What follows belongs to an exercise in optimizing a design on an open flow for small area and a short achievable clock period; a production flow would make more cautious choices. The RTL was checked by simulation tests, not by an equivalence proof against the original design.

## FP_div
module FP_div(FP_A, FP_B, clk, ce, FP_Z);
   parameter K = 2;
   input  [31:0] FP_A;
   input  [31:0] FP_B;
   input         clk;
   input         ce;
   output [31:0] FP_Z;
   reg    [31:0] FP_Z;
   wire [24:0]  s1, c1;
   wire [K-1:0] p2_1, p1_1, n1_1, n2_1;
   wire [1:0]   cls1;
   wire         sign1;
   wire [7:0]   exp1;
   wire [3:0]   qk1;
   fp_div_s1 #(K) st1(.FP_A(FP_A), .FP_B(FP_B), .s(s1), .c(c1), .qk(qk1),
                      .p2(p2_1), .p1(p1_1), .n1(n1_1), .n2(n2_1),
                      .cls(cls1), .sign(sign1), .expo(exp1));
   reg [24:0]  s_r, c_r;
   reg [22:0]  y_r;
   reg [K-1:0] p2_r, p1_r, n1_r, n2_r;
   reg [1:0]   cls_r;
   reg         sign_r;
   reg [7:0]   exp_r;
   reg [3:0]   qk_r;
   always @(posedge clk) begin
      if (ce) begin
         qk_r <= qk1;
         s_r <= s1;
         c_r <= c1;
         y_r <= FP_B[22:0];
         p2_r <= p2_1;
         p1_r <= p1_1;
         n1_r <= n1_1;
         n2_r <= n2_1;
         cls_r <= cls1;
  ...
Size: ~6,200 cells after synthesis, ~120 flip-flops, about 98 I/O pins.
clock: 80.0 ns
lec_check: 0
abc_area: 1
cap_margin: 60
core_margin: 2
core_utilization: 55
place_density: 0.7
slew_margin: 60
standard.sh (not shown) runs the stock make flow with config.mk's settings and CLKGATE_MAP_FILE= SYNTH_SCRIPT=/design/flow/synth_recipe.tcl, a recipe that flattens the netlist after the stock synthesis.
==> flow/flow/run.sh <==
#!/bin/bash
# The standard layout, except that synthesis does not extract full and half
# adders into the library's adder cells (ADDER_MAP_FILE empty): the adder
# cells are slow, and they cut the logic into pieces that ABC maps one by one,
# so ABC can not see the real critical paths.  Everything else, including the
# synthesis script, is the standard flow's own.  make's output goes to standard.log; the
# ORFS tools keep their own logs under orfs/logs.
set -euo pipefail
bash standard.sh ADDER_MAP_FILE= finish > standard.log 2>&1
The baseline ran to the end with no violations.
==> next run, changes <==
CORE_UTILIZATION = 45   (was 55)
PLACE_DENSITY = 0.6   (was 0.7)
After rerunning: Cell area went up by 1.0%; first-iteration DRC count went down by 13%; worst setup slack improved by 0.12 ns; synthesized cell count is unchanged.

========
## run A
FP_div, a different RTL version from the one above (not shown whole).
Size: roughly 6,300 cells after synthesis, roughly 98 I/O pins, about 37,000 um^2 of cells after synthesis.
==> flow/config.mk <==
export PLATFORM = sky130hd
export DESIGN_NAME = FP_div
export DESIGN_NICKNAME = FP_div
export VERILOG_FILES = /design/flow/design.v
export SDC_FILE = /design/flow/constraint.sdc
export NUM_CORES = 4
export LEC_CHECK = 0
export ABC_AREA = 1
export CAP_MARGIN = 85
export CORE_MARGIN = 2
export CORE_UTILIZATION = 45
export PLACE_DENSITY = 0.6
export SLEW_MARGIN = 85
==> flow/constraint.sdc <==
create_clock -name core_clock -period 80.0 [get_ports {clk}]
set_input_delay 16.0000 -clock core_clock [delete_from_list [all_inputs] [get_ports {clk}]]
set_output_delay 16.0000 -clock core_clock [all_outputs]
set_load 0.01 [all_outputs]
Scripts as last shown in full above: flow/flow/run.sh
diff inputs: run A => run B
# run A
export LEC_CHECK = 0
export ABC_AREA = 1
export CAP_MARGIN = 85
export CORE_MARGIN = 2
export CORE_UTILIZATION = 45
export PLACE_DENSITY = 0.6
export SLEW_MARGIN = 85
create_clock -name core_clock -period 80.0 [get_ports {clk}]
# run B
export LEC_CHECK = 0
export ABC_AREA = 1
export CAP_MARGIN = 60
export CORE_MARGIN = 2
export CORE_UTILIZATION = 45
export PLACE_DENSITY = 0.6
export SLEW_MARGIN = 60
create_clock -name core_clock -period 80.0 [get_ports {clk}]
Findings:
- The flow did not stop early for run B: all stages ran, and the layout cleared the timing, DRC and antenna checks.
- Vias: run B below run A
- Diff run A -> run B: critical path buffer and inverter count lost 9; global-route usage has decreased.
- Run B vs. run A: critical path required time climbed 80 ps; sequential cell area share climbed 2.0 points.
- Area added between synthesis and finish: run B vs run A down 28 points
- Run B vs run A, worst setup path startpoint: FP_B[21] vs FP_A[9]
- Final cell count, run B and run A: lower on run B
#### Input delta (run C over run B)
# run B
export LEC_CHECK = 0
export ABC_AREA = 1
export CAP_MARGIN = 60
export CORE_MARGIN = 2
export CORE_UTILIZATION = 45
export PLACE_DENSITY = 0.6
export SLEW_MARGIN = 60
create_clock -name core_clock -period 80.0 [get_ports {clk}]
# run C
export LEC_CHECK = 0
export ABC_AREA = 1
export CAP_MARGIN = 20
export CORE_MARGIN = 2
export CORE_UTILIZATION = 45
export PLACE_DENSITY = 0.6
export SLEW_MARGIN = 20
create_clock -name core_clock -period 80.0 [get_ports {clk}]
## What came out
The flow did not stop early for run C: all stages ran, and the layout cleared the timing, DRC and antenna checks.
First-pass GRT wire length in run C is 0.39% higher than in run B
From run B to run C the numbers moved as follows: via count of the first global-routing pass now sits at about the same level; number of antenna violations at the first check in global routing now larger.
Run B -> run C: standard cell area after detailed placement flat
Comparing setup slack for run C and run B, the bigger number came from run B.

========
Another version of the RTL of FP_div (not shown whole).
Size in the first run: ~6200 cells after synthesis, ~120 flip-flops, ~98 I/O pins, ~0.036 mm2 of cells after synthesis.
==> flow/config.mk <==
export PLATFORM = sky130hd
export DESIGN_NAME = FP_div
export DESIGN_NICKNAME = FP_div
export VERILOG_FILES = /design/flow/design.v
export SDC_FILE = /design/flow/constraint.sdc
export NUM_CORES = 4
export LEC_CHECK = 0
export ABC_AREA = 1
export CAP_MARGIN = 40
export CORE_MARGIN = 2
export CORE_UTILIZATION = 55
export PLACE_DENSITY = 0.7
export SLEW_MARGIN = 40
==> flow/constraint.sdc <==
create_clock -name core_clock -period 80.0 [get_ports {clk}]
set_input_delay 16.0000 -clock core_clock [delete_from_list [all_inputs] [get_ports {clk}]]
set_output_delay 16.0000 -clock core_clock [all_outputs]
set_load 0.01 [all_outputs]
Scripts as last shown in full above: flow/flow/run.sh
The first run went through all stages and came out clean.
Change:
--- a/flow/config.mk
+++ b/flow/config.mk
@@ -8,3 +8,3 @@
 export ABC_AREA = 1
-export CAP_MARGIN = 40
+export CAP_MARGIN = 60
 export CORE_MARGIN = 2
@@ -12,2 +12,2 @@
 export PLACE_DENSITY = 0.7
-export SLEW_MARGIN = 40
+export SLEW_MARGIN = 60
What happened: Final area increases by about 0.4%. Global-route usage barely changes. Wire length hardly moves. Die area does not change. Clock-buffer cell count stays the same. Flip-flop and latch count does not change. Area after synthesis stays the same. Clock skew increases by 4.4 ps. Core utilization increases by 0.23 points. Setup slack improved by 520 ps.

========
FP_div again, from the RTL that the note above started with.
clock: 80.0 ns
lec_check: 0
abc_area: 1
cap_margin: 60
core_margin: 2
core_utilization: 55
gpl_routability_driven: 0
place_density: 0.7
slew_margin: 60
Scripts as last shown in full above: flow/flow/run.sh
Change:
--- a/flow/config.mk
+++ b/flow/config.mk
@@ -10,5 +10,4 @@
 export CORE_MARGIN = 2
-export CORE_UTILIZATION = 55
-export GPL_ROUTABILITY_DRIVEN = 0
-export PLACE_DENSITY = 0.7
+export CORE_UTILIZATION = 62
+export PLACE_DENSITY = 0.75
 export SLEW_MARGIN = 60
Effect: Wire length is about the same. Sequential share of layout area barely changes. Design area went down by about 0.3%.

========
== north ==
FP_div, a different RTL version from the one above (not shown whole).
Size: roughly 3800 cells after synthesis, roughly 98 I/O pins.
make LEC_CHECK=0 ABC_AREA=1 CAP_MARGIN=20 CORE_MARGIN=2 CORE_UTILIZATION=45 PLACE_DENSITY=0.6 SLEW_MARGIN=20 finish   # period 80.0 ns
run.sh (not shown) runs the stock make flow with config.mk's settings and CLKGATE_MAP_FILE= SYNTH_SCRIPT=/design/flow/synth_recipe.tcl, a recipe that flattens the netlist after the stock synthesis.
Stock flow here: none of the scripts above is used.
north closes out successfully: all stages finished, all timing, DRC and antenna checks passed.
Here is what was changed in the inputs of south compared with north.
Settings: a change of CORE_UTILIZATION from 45 to 60; a change of PLACE_DENSITY from 0.6 to 0.75.
==> comparison <==
In the flow results for north and south, the register-to-register slack is smaller on south.
Changes observed in south relative to north: maximum frequency now smaller; global-route wire length before repair comparable; sum of routed wire segments on met1 now smaller; sequential share of layout area comparable.
Count of non-filler cells in the finished layout, north and south: lower on south
south vs. north: clock-cell share of area held steady, number of global-route vias before repair grew by 1481.
Cmp south vs north: final worst setup slack lower in south

========
## east
Another version of the RTL of FP_div (not shown whole).
Size in the first run: about 120 flip-flops, roughly 98 I/O pins, roughly 37000 um^2 of cells after synthesis.
clock: 80.0 ns
lec_check: 0
abc_area: 1
cap_margin: 60
core_margin: 2
core_utilization: 45
place_density: 0.8
slew_margin: 60
standard.sh (not shown) runs the stock make flow with config.mk's settings and CLKGATE_MAP_FILE= SYNTH_SCRIPT=/design/flow/synth_recipe.tcl, a recipe that flattens the netlist after the stock synthesis.
Scripts as last shown in full above: flow/flow/run.sh
east | status: complete | timing, DRC, antenna: pass
Modified inputs, west compared to east
diff --git a/flow/config.mk b/flow/config.mk
--- a/flow/config.mk
+++ b/flow/config.mk
@@ -11,3 +11,3 @@
 export CORE_UTILIZATION = 45
-export PLACE_DENSITY = 0.8
+export PLACE_DENSITY = 0.6
 export SLEW_MARGIN = 60
- The total non-filler cell area in the finished layout of west and that of east are within noise of each other.
- When west is set beside east, its worst setup margin turns out to be 120 ps larger.
- Total length of routed wires grows by a few percent when moving from east to west.
- west: non-clock buffer count about 1.2% above east

## re-timing with driven ports
In the flow no input, the clock included, has a driving cell. The finished layouts below were timed again as built, in two steps.
Step 1 assumes that a clkbuf_16 drives the clock port and a buf_2 every other input.
Step 2 times the ports against the registers' clock, not the clock port: input delays grow and output delays shrink by t, the midpoint of the rising clock arrivals with the driver on.
Three values: no drivers, after step 1, after step 2; two values: the first two.
run	t (ns)	slack for setup (ns)	worst data-port slew with drivers (ns)	pins driven straight from the clock port
the first run of note 1	0.463	54.754 / 54.776 / 54.313	0.04	1
the second run of note 1	0.472	54.879 / 54.907 / 54.435	0.10	1
run A	0.475	54.139 / 54.170 / 53.696	0.10	1
run B	0.470	54.797 / 54.828 / 54.358	0.09	1
run C	0.475	54.431 / 54.462 / 53.987	0.09	1
the first run of note 3	0.476	54.234 / 54.259 / 53.783	0.04	1
the second run of note 3	0.463	54.754 / 54.776 / 54.313	0.04	1
the first run of note 4	0.466	54.356 / 54.382 / 53.916	0.03	1
the second run of note 4	0.464	54.882 / 54.906 / 54.442	0.04	1
north	0.489	42.119 / 42.151 / 41.662	0.09	1
south	0.477	40.917 / 40.946 / 40.469	0.06	1
east	0.467	54.374 / 54.374 / 54.374	0.11	1
west	0.456	54.489 / 54.489 / 54.489	0.04	1
After both steps setup and hold are still met in every run listed. For north, which loses most, drivers alone change the setup slack by +0.032 ns; drivers and shift together by -0.457 ns.
